Context: an optimization exercise on an open-source flow, tuned for small area. The choices shown serve that exercise and are no tape-out recipe.
The clock input has no modelled driver; a real chip could not lean on it and would need a root buffer or a full tree.
No activity file was given, so power comes from the tool's default toggle rates.

## rev 12
==> flow/design.v <==
module ALD_miami(
    SW,
    RST_N,
    CLOCK_50,
    LEDR
);
input [7:1]SW;
input RST_N;
input CLOCK_50;
output [6:0]LEDR;
wire clk = CLOCK_50;
wire rst = RST_N;
reg [5:0] rung;
wire r0  = (rung == 6'd0);
wire r1  = (rung == 6'd1);
wire r2  = (rung == 6'd2);
wire r6  = (rung == 6'd6);
wire r7  = (rung == 6'd7);
wire r38 = (rung == 6'd38);
reg started;                 
reg mstart, mfc, tok;
reg ps0, ps1, ps2;           
reg tonp1_in, trig11, trig21, trig71, trig81;
reg [3:0] cyc_acc;
reg SV1, SV4, VV1, VV2, heaterson, reactorheater, mfcwater;
assign LEDR = {mfcwater, reactorheater, heaterson, VV2, VV1, SV4, SV1};
reg [38:0] ring1;
reg [12:0] ring2;
reg [12:0] ring3;
reg cy1, cy2, cy3;
wire seg_tvac1  = (rung <= 6'd11);
wire seg_tpvac  = (rung >= 6'd12) & (rung <= 6'd15);
wire seg_tonp1  = (rung >= 6'd16) & (rung <= 6'd26);
wire seg_twater = (rung >= 6'd27);
wire first1     = r0 | (rung == 6'd12) | (rung == 6'd16) | (rung == 6'd27);
wire act1       = ~r38;
wire en1  = (seg_tonp1 & tonp1_in) | (seg_tvac1 & trig11) | (seg_twater & trig21) | (seg_tpvac & mstart);
wire sat1 = seg_tvac1 ? (ring1[11] & ring1[2] & ring1[1]) :
            seg_tpvac ? (ring1[3] & ring1[2]) :
                        (ring1[10] & ring1[1] & ring1[0]);
wire old1 = ring1[0] & started;
wire cin1 = first1 ? ~(sat1 & started) : cy1;
wire nb1  = act1 ? (en1 & (old1 ^ cin1)) : svac1_n;
wire first2 = r0;
wire sat2   = ring2[12] & ring2[3] & ring2[0];
wire cin2   = first2 ? ~sat2 : cy2;
wire nb2    = trig71 & (ring2[0] ^ cin2);
wire act3   = (rung >= 6'd28) & (rung <= 6'd37);
wire first3 = (rung == 6'd28);
wire sat3   = ring3[9] & ring3[1];
wire old3   = ring3[0] & started;
wire cin3   = first3 ? ~(sat3 & started) : cy3;
wire nb3    = act3 ? (tok & (old3 ^ cin3)) :
              r0   ? (SW[2] | cyc_dn) :
              r1   ? ~SW[7] :
              r38  ? svac2_n : ring3[0];
always @(posedge clk) begin
    ring1 <= {nb1, ring1[38:1]};
    ring2 <= {nb2, ring2[12:1]};
    ring3 <= {nb3, ring3[12:1]};
    cy1 <= old1 & cin1;
    cy2 <= ring2[0] & cin2;
    cy3 <= old3 & cin3;
end
wire tvac1_ge   = ring1[12] & ring1[3];      
wire tvac1_b0   = ring1[1];
wire tonp1_ge   = ring1[27] & ring1[18];     
wire tonp1_b0   = ring1[17];
wire twater_ge  = ring1[38] & ring1[29];     
wire twater_b0  = ring1[28];
wire tvacw_ge   = ring2[0] & ring2[4];       
wire tvacw_b0   = ring2[1];
wire tvacw_ge3  = ring2[0] & (ring2[4] | (ring2[3] & ring2[2] & ring2[1]));  
wire pulse_sat  = ring3[4] & ring3[9];
wire tpvac_sat  = ring1[16] & ring1[15];     
wire pulse_b9   = ring3[12];
wire vacpumps   = mstart & (~tpvac_sat | ~(ps0 | pulse_b9));
wire svac1      = ring1[0];
wire mstop_r2   = ring3[11];
wire mstop      = ring3[1];
wire heat       = ring3[2];
wire svac2      = ring3[0];
wire svac1_n    = trig11 & ~tvac1_ge;
wire svac2_n    = trig71 & ~tvacw_ge3;
wire startpos  = ps1 & ~ps2;
wire sv11      = tonp1_in & ~tonp1_ge;
wire sv1_start = tonp1_ge & ~tonp1_b0;
wire tonp1_n   = (trig81 & ~cyc_ep) | ps1 | sv11;
wire trig11_n  = sv1_start | (trig11 & ~startpos & ~trig81);
wire trig21_n  = (tvac1_ge & tvac1_b0) | (trig21 & ~startpos & ~trig81);
wire sw_tt     = trig21 & ~twater_ge;
wire trig71_n  = (trig21_n & twater_ge & ~twater_b0) | (trig71 & ~startpos & ~trig81);
wire trig81_n  = tvacw_ge & ~tvacw_b0;
wire cyc_res   = cyc_acc[3] & cyc_acc[1] & (cyc_acc[2] | cyc_acc[0]);    
wire cyc_ep    = cyc_acc[3] & cyc_acc[1] & ~cyc_acc[0];                   
wire cyc_full  = cyc_ep & ~cyc_acc[2];                                    
wire cyc_dn    = cyc_full;
wire cyc_inc   = trig81 & ~cyc_full;
wire [3:0] cyc_acc31 = cyc_res ? 4'd0 : cyc_acc + {3'd0, cyc_inc};
wire cyc_full31 = cyc_acc31[3] & cyc_acc31[1];
always @(posedge clk) begin
    if (r7) begin
        ps0 <= tok & ~pulse_sat;
    end
end
always @(posedge clk or negedge rst) begin
    if (rst == 1'b0) begin
        rung <= 6'd0;
        started <= 1'b0;
        mstart <= 1'b0;
        mfc <= 1'b0; tok <= 1'b0;
        ps1 <= 1'b0; ps2 <= 1'b0;
        tonp1_in <= 1'b0; trig11 <= 1'b0; trig21 <= 1'b0; trig71 <= 1'b0; trig81 <= 1'b0;
        cyc_acc <= 4'd0;
        SV1 <= 1'b0; SV4 <= 1'b0; VV1 <= 1'b0; VV2 <= 1'b0;
        heaterson <= 1'b0; reactorheater <= 1'b0; mfcwater <= 1'b0;
    end
    else begin
        rung <= r38 ? 6'd0 : rung + 6'd1;
        if (r2) mstart <= (~SW[1] & ~SW[3]) | (mstart & ~SW[2] & ~mstop_r2);
        if (r6) mfc <= mstart & (~SW[5] | (SW[6] & mfc));
        if (r7) begin
            tok <= mstart & (~SW[4] | tok);
        end
        if (r38) begin
            started <= 1'b1;
            ps1 <= ps0; ps2 <= ps1;
            tonp1_in <= tonp1_n;
            trig11 <= trig11_n;
            trig21 <= trig21_n;
            trig71 <= trig71_n;
            trig81 <= trig81_n;
            cyc_acc <= startpos ? (cyc_full31 ? 4'd14 : 4'd11) : cyc_acc31;
            SV1 <= mstart & sv11;
            SV4 <= mstart & sw_tt;
            VV1 <= mstart & (vacpumps | svac1);
            VV2 <= mstart & (vacpumps | svac2);
            heaterson <= heat;
            reactorheater <= (mstart | reactorheater) & ~mstop;
            mfcwater <= mfc;
        end
    end
end
endmodule
export LEC_CHECK = 0
export CAP_MARGIN = 20
export CORE_MARGIN = 2
export CORE_UTILIZATION = 40
export SLEW_MARGIN = 20
create_clock -name core_clock -period 50.0 [get_ports {CLOCK_50}]
standard.sh (not shown) runs the stock make flow with config.mk's settings and CLKGATE_MAP_FILE= SYNTH_SCRIPT=/design/flow/synth_recipe.tcl, a recipe that flattens the netlist after the stock synthesis.
==> flow/flow/run.sh <==
#!/bin/bash
# The standard layout, except:
#  - the port buffers are the smallest buffer (buf_1) rather than the default
#  - the clock tree is built by flow/mycts.tcl: the clock port drives four
#    buf_12, each driving a quarter of the flip-flops, split by position
set -euo pipefail
P="BUFFER_PORTS_ARGS=-buffer_cell sky130_fd_sc_hd__buf_1"
bash standard.sh "$P" place > standard_place.log 2>&1
bash standard.sh "$P" run RUN_SCRIPT=$PWD/flow/mycts.tcl RUN_LOG_NAME_STEM=4_1_cts \
  MYCTS_NBUF=4 MYCTS_BUF=sky130_fd_sc_hd__buf_12 MYCTS_CLKNET=CLOCK_50 > mycts.log 2>&1
bash standard.sh "$P" finish > standard_finish.log 2>&1
Other scripts of this flow, unchanged in this note and not shown: flow/flow/mycts.tcl
Inputs modified between rev 12 and rev 13:
--- a/flow/design.v
+++ b/flow/design.v
@@ -43,12 +43,12 @@
 wire nb1  = act1 ? (en1 & (old1 ^ cin1)) : svac1_n;
 wire first2 = r0;
 wire sat2   = ring2[12] & ring2[3] & ring2[0];
 wire cin2   = first2 ? ~sat2 : cy2;
 wire nb2    = trig71 & (ring2[0] ^ cin2);
-wire act3   = (rung >= 6'd28) & (rung <= 6'd37);
-wire first3 = (rung == 6'd28);
+wire act3   = (rung >= 6'd15) & (rung <= 6'd24);
+wire first3 = (rung == 6'd15);
 wire sat3   = ring3[9] & ring3[1];
 wire old3   = ring3[0] & started;
 wire cin3   = first3 ? ~(sat3 & started) : cy3;
 wire nb3    = act3 ? (tok & (old3 ^ cin3)) :
               r0   ? (SW[2] | cyc_dn) :
Notes after the runs:
Rev 13: flow completed, timing, DRC and antenna clean. The net switching fraction of the power was comparable across rev 13 and rev 12. [compare] base=rev 12 new=rev 13: fmax shows an increase of 0.29 MHz; synthesized area now sits lower. Summary of the comparison: global-route wire length before repair is lower in rev 13, relative to rev 12. Rev 13 against rev 12: distinct cell type count of the synthesized netlist increased by about 4.3% relative to the old numbers; final critical delay including setup and external delays down 0.033 ns. Rev 13 vs. rev 12: synthesized netlist cell count higher, post-layout total power roughly the same, total routed wire length on the met1 layer lower.
No functional check of the RTL was part of any run of this note. In every run of this note, the design's own scripts or RTL, not TritonCTS, make the clock network.

[what the ideal ports hide]
How much do the figures lean on ideal ports? The routed layouts below were timed once more, with nothing changed but the port constraints. Step 1 (the two cells are an assumption about what drives the block):
set clk [get_ports {CLOCK_50}]
set_driving_cell -lib_cell sky130_fd_sc_hd__clkbuf_16 $clk
set_driving_cell -lib_cell sky130_fd_sc_hd__buf_2 [delete_from_list [all_inputs] $clk]
Step 2 also shifts input and output timing later by t, the mid clock arrival at the registers, as if the neighbouring blocks saw the same clock. a / b / c = ideal ports / drivers / drivers and shift; a / b = the first two.
run	t, ns	setup WS [ns]	latest minus earliest clock arrival (ns)	worst slew at a driven data input, ns
rev 12	0.209	39.325 / 39.243 / 39.431	0.018 / 0.017	0.03
rev 13	0.201	39.358 / 39.282 / 39.455	0.013 / 0.013	0.04
After both steps every run listed still meets setup and hold.
